Context: an optimization exercise on an open-source flow, tuned for small area, a short achievable clock period and few clock cycles. The choices shown serve that exercise and are no tape-out recipe.
Power is estimated from default activity; no workload was simulated.

==> flow/design.v <==
module drawLine
    (
        output logic [18:0] addr  ,
        output logic [31:0] data  ,
        output logic        wr    ,
        input  logic        busy  ,
        input  logic        clk   ,
        input  logic        reset ,
        input  logic        clk_en,
        input  logic        start ,
        output logic        done  ,
        input  logic [31:0] dataa ,
        input  logic [31:0] datab ,
        input  logic  [7:0] n     ,
        output logic [31:0] result
    );
    logic        sa, sb, sc, se, sf, sg, sw, run;   
    logic        single;                            
    logic        first;                             
    logic        steep, sgx, sgy;
    logic [10:0] freg;
    logic  [9:0] cnt;
    wire [9:0] rp = result[9:0];
    wire [9:0] rq = result[29:20];
    wire idle = ~(sa | sb | sc | se | sf | sg | sw | run);
    wire [9:0] x0 = dataa[9:0];
    wire [9:0] y0 = dataa[19:10];
    wire [9:0] x1 = dataa[29:20];
    wire [9:0] y1 = datab[9:0];
    wire       empty = (x0 == x1) && (y0 == y1) && (n != 8'd0);
    logic       cci;
    wire [11:0] ccw = {1'b0, cnt, 1'b1} + {1'b0, ~rq, cci};
    wire        ccout = ccw[11];
    wire  [9:0] cc = ccw[10:1];
    wire        g    = ~freg[10];               
    logic       sbc;                            
    wire        fsel = sbc | g;
    wire        fci  = sb | g;
    wire [10:0] fop  = fsel ? ~{1'b0, rp} : {1'b0, rq};
    wire [11:0] fsw  = {freg, 1'b1} + {fop, fci};
    wire [10:0] fs   = fsw[11:1];
    wire  [9:0] bigD = steep ? rq : cnt;
    logic       mxs, mys;                       
    wire        mx  = g ? ~first : mxs;
    wire        my  = g ? ~first : mys;
    wire        xn  = mx & sgx;
    wire        h0  = my ^ xn;
    wire        h1  = my ? sgy : xn;
    wire        h2  = my ? ~sgy : xn;
    wire [18:0] addend = {{9{h1}}, h2, h1, h0, {6{xn}}, mx}
                       | {2'b00, rp & {10{sb}}, 7'd0}
                       | {9'd0, rq[9:7] & {3{sc}}, 7'd0};
    wire [18:0] asum = addr + addend;
    wire issue = ~busy;
    wire start_e = idle & start;
    wire ev_run  = (sg | run) & issue;           
    wire last    = (cnt == 10'd1);
    wire ev_one  = ((sc & single) | sw) & issue;  
    wire fin     = (ev_run & last) | ev_one;      
    wire fin_ld  = ((sg | run) & last) | (sc & single) | sw;
    wire        en_cnt  = start_e | sc | (sf & steep) | ev_run;
    wire  [9:0] d_cnt   = (sg | run) ? cnt - 10'd1 :
                          sc ? cc ^ {10{sgx}} :
                          sf ? rq : x1;
    wire        en_freg = start_e | sb | sc | sf | sg | (run & issue & ~first);
    wire [10:0] d_freg  = sf ? ~{2'b00, bigD[9:1]} :
                          idle ? {1'b0, y1} : fs;
    wire        en_addr = start_e | sb | sc | (run & issue);
    wire [18:0] d_addr  = idle ? {y0, 2'b00, x0[6:0]} : asum;
    wire        en_rp   = sa | sb | sf | fin_ld;
    wire  [9:0] d_rp    = sa ? y0 : sb ? 10'd0 : sf ? cc ^ {10{steep}} : datab[9:0];
    wire        en_rq   = sa | (sc & ~single) | (sf & steep) | fin_ld;
    wire  [9:0] d_rq    = sa ? x0 : (sc & ~single) ? fs[9:0] ^ {10{freg[10]}} : sf ? cnt : datab[29:20];
    wire        en_col  = sa | fin_ld;
    assign data = {22'd0, result[19:10]};
    always_ff @(posedge clk) begin
        if (reset) begin
            sa     <= 1'b0;
            sb     <= 1'b0;
            sc     <= 1'b0;
            se     <= 1'b0;
            sf     <= 1'b0;
            sg     <= 1'b0;
            sw     <= 1'b0;
            run    <= 1'b0;
            wr     <= 1'b0;
            done   <= 1'b0;
            result <= 32'd0;
        end else if (clk_en) begin
            sa   <= start_e & ~empty;
            sb   <= sa;
            sc   <= sb;
            se   <= sc & ~single;
            sf   <= se;
            sg   <= sf;
            sw   <= ((sc & single) | sw) & ~issue;
            run  <= (sg | run) & ~(issue & last);
            wr   <= ev_run | ev_one;
            done <= (start_e & empty) | fin;
            if (en_rp)  result[9:0]   <= d_rp;
            if (en_col) result[19:10] <= datab[19:10];
            if (en_rq)  result[29:20] <= d_rq;
            if (fin_ld) result[31:30] <= datab[31:30];
        end
    end
    always_ff @(posedge clk) begin
        if (clk_en) begin
            if (start_e) begin
                single <= (n == 8'd0);
            end
            cci <= sa | ((sb | se) & ccout);
            sbc <= sa | sb;
            if (start_e | ev_run)
                first <= start_e;
            if (start_e | (ev_run & first)) begin
                mxs <= ~start_e & ~steep;
                mys <= ~start_e & steep;
            end
            if (sb)
                sgx <= ~ccout;
            if (sc)
                sgy <= freg[10];
            if (se)
                steep <= ~ccout;
            if (en_cnt)
                cnt <= d_cnt;
            if (en_freg)
                freg <= d_freg;
            if (en_addr)
                addr <= d_addr;
        end
    end
endmodule
==> flow/config.mk <==
export PLATFORM = sky130hd
export DESIGN_NAME = drawLine
export DESIGN_NICKNAME = drawLine
export VERILOG_FILES = /design/flow/design.v
export SDC_FILE = /design/flow/constraint.sdc
export NUM_CORES = 4
export LEC_CHECK = 0
export ABC_CLOCK_PERIOD_IN_PS = 2500
export CAP_MARGIN = 20
export CORE_MARGIN = 2
export CORE_UTILIZATION = 40
export PLACE_DENSITY = 0.6
export SETUP_SLACK_MARGIN = 3.1
export SLEW_MARGIN = 20
==> flow/constraint.sdc <==
create_clock -name core_clock -period 6.0 [get_ports {clk}]
set_input_delay 1.2000 -clock core_clock [delete_from_list [all_inputs] [get_ports {clk}]]
set_output_delay 1.2000 -clock core_clock [all_outputs]
set_load 0.01 [all_outputs]
standard.sh (not shown) runs the stock make flow with config.mk's settings and CLKGATE_MAP_FILE= SYNTH_SCRIPT=/design/flow/synth_recipe.tcl, a recipe that flattens the netlist after the stock synthesis.
==> flow/flow/run.sh <==
#!/bin/bash
# Standard layout, with the port buffers made of the smallest buffer cell
# (the resizer upsizes them where timing needs it).
set -euo pipefail
export BUFFER_PORTS_ARGS="-buffer_cell sky130_fd_sc_hd__buf_1"
bash standard.sh finish > make_finish.log 2>&1
Edit:
--- a/flow/design.v
+++ b/flow/design.v
@@ -11,21 +11,21 @@
         output logic        done  ,
         input  logic [31:0] dataa ,
         input  logic [31:0] datab ,
         input  logic  [7:0] n     ,
         output logic [31:0] result
     );
-    logic        sa, sb, sc, se, sf, sg, sw, run;   
+    logic        sa, sb, sc, sd, se, sf, sg, sw, run;   
     logic        single;                            
     logic        first;                             
     logic        steep, sgx, sgy;
     logic [10:0] freg;
     logic  [9:0] cnt;
     wire [9:0] rp = result[9:0];
     wire [9:0] rq = result[29:20];
-    wire idle = ~(sa | sb | sc | se | sf | sg | sw | run);
+    wire idle = ~(sa | sb | sc | sd | se | sf | sg | sw | run);
     wire [9:0] x0 = dataa[9:0];
     wire [9:0] y0 = dataa[19:10];
     wire [9:0] x1 = dataa[29:20];
     wire [9:0] y1 = datab[9:0];
     wire       empty = (x0 == x1) && (y0 == y1) && (n != 8'd0);
     logic       cci;
@@ -37,15 +37,14 @@
     wire        fsel = sbc | g;
     wire        fci  = sb | g;
     wire [10:0] fop  = fsel ? ~{1'b0, rp} : {1'b0, rq};
     wire [11:0] fsw  = {freg, 1'b1} + {fop, fci};
     wire [10:0] fs   = fsw[11:1];
     wire  [9:0] bigD = steep ? rq : cnt;
-    logic       mxs, mys;                       
-    wire        mx  = g ? ~first : mxs;
-    wire        my  = g ? ~first : mys;
+    wire        mx  = ~first & (~steep | g);
+    wire        my  = ~first & (steep | g);
     wire        xn  = mx & sgx;
     wire        h0  = my ^ xn;
     wire        h1  = my ? sgy : xn;
     wire        h2  = my ? ~sgy : xn;
     wire [18:0] addend = {{9{h1}}, h2, h1, h0, {6{xn}}, mx}
                        | {2'b00, rp & {10{sb}}, 7'd0}
@@ -66,34 +65,36 @@
     wire [10:0] d_freg  = sf ? ~{2'b00, bigD[9:1]} :
                           idle ? {1'b0, y1} : fs;
     wire        en_addr = start_e | sb | sc | (run & issue);
     wire [18:0] d_addr  = idle ? {y0, 2'b00, x0[6:0]} : asum;
     wire        en_rp   = sa | sb | sf | fin_ld;
     wire  [9:0] d_rp    = sa ? y0 : sb ? 10'd0 : sf ? cc ^ {10{steep}} : datab[9:0];
-    wire        en_rq   = sa | (sc & ~single) | (sf & steep) | fin_ld;
-    wire  [9:0] d_rq    = sa ? x0 : (sc & ~single) ? fs[9:0] ^ {10{freg[10]}} : sf ? cnt : datab[29:20];
+    wire        en_rq   = sa | sd | (sf & steep) | fin_ld;
+    wire  [9:0] d_rq    = sa ? x0 : sd ? freg[9:0] ^ {10{sgy}} : sf ? cnt : datab[29:20];
     wire        en_col  = sa | fin_ld;
     assign data = {22'd0, result[19:10]};
     always_ff @(posedge clk) begin
         if (reset) begin
             sa     <= 1'b0;
             sb     <= 1'b0;
             sc     <= 1'b0;
+            sd     <= 1'b0;
             se     <= 1'b0;
             sf     <= 1'b0;
             sg     <= 1'b0;
             sw     <= 1'b0;
             run    <= 1'b0;
             wr     <= 1'b0;
             done   <= 1'b0;
             result <= 32'd0;
         end else if (clk_en) begin
             sa   <= start_e & ~empty;
             sb   <= sa;
             sc   <= sb;
-            se   <= sc & ~single;
+            sd   <= sc & ~single;
+            se   <= sd;
             sf   <= se;
             sg   <= sf;
             sw   <= ((sc & single) | sw) & ~issue;
             run  <= (sg | run) & ~(issue & last);
             wr   <= ev_run | ev_one;
             done <= (start_e & empty) | fin;
@@ -109,16 +110,12 @@
                 single <= (n == 8'd0);
             end
             cci <= sa | ((sb | se) & ccout);
             sbc <= sa | sb;
             if (start_e | ev_run)
                 first <= start_e;
-            if (start_e | (ev_run & first)) begin
-                mxs <= ~start_e & ~steep;
-                mys <= ~start_e & steep;
-            end
             if (sb)
                 sgx <= ~ccout;
             if (sc)
                 sgy <= freg[10];
             if (se)
                 steep <= ~ccout;
=> Utilization decreases by 1.7 points. Power goes down by roughly a tenth. Cell area fell by a few percent. Routed wire length grows by a few percent. Clock skew is about the same. Clock power went down by a few percent. Setup slack is better by 0.38 ns. Register-to-register slack gets better by 0.38 ns. First-iteration DRC count goes down by a few percent. Combinational power is lower by a quarter to a third. Non-clock buffer count is unchanged. Die area hardly moves.
Function was not checked in any run of this note: the RTL went through the layout flow alone.

[port drivers added, routing unchanged]
In the flow no input, the clock included, has a driving cell. The finished layouts below were timed again as built, in two steps. Step 1 assumes that a clkbuf_16 drives the clock port and a buf_2 every other input. Step 2, shift: input delay + t, output delay - t, t = (earliest + latest rising clock arrival at the registers) / 2. This alone moves slack from input paths to output paths. a / b / c = no drivers / after step 1 / after step 2; a / b = the first two.
run	t (ns)	setup slack, ns	worst setup path at the end	cell pins on the clock port's net
the first run	0.406	2.647 / 2.647 / 2.647	register to register	1
the second run	0.404	3.027 / 3.027 / 2.875	input to register	1
After both steps every run listed still meets setup and hold. The setup slack of the second run, which loses most, moves by 0.000 ns with the drivers and by -0.152 ns with both steps.
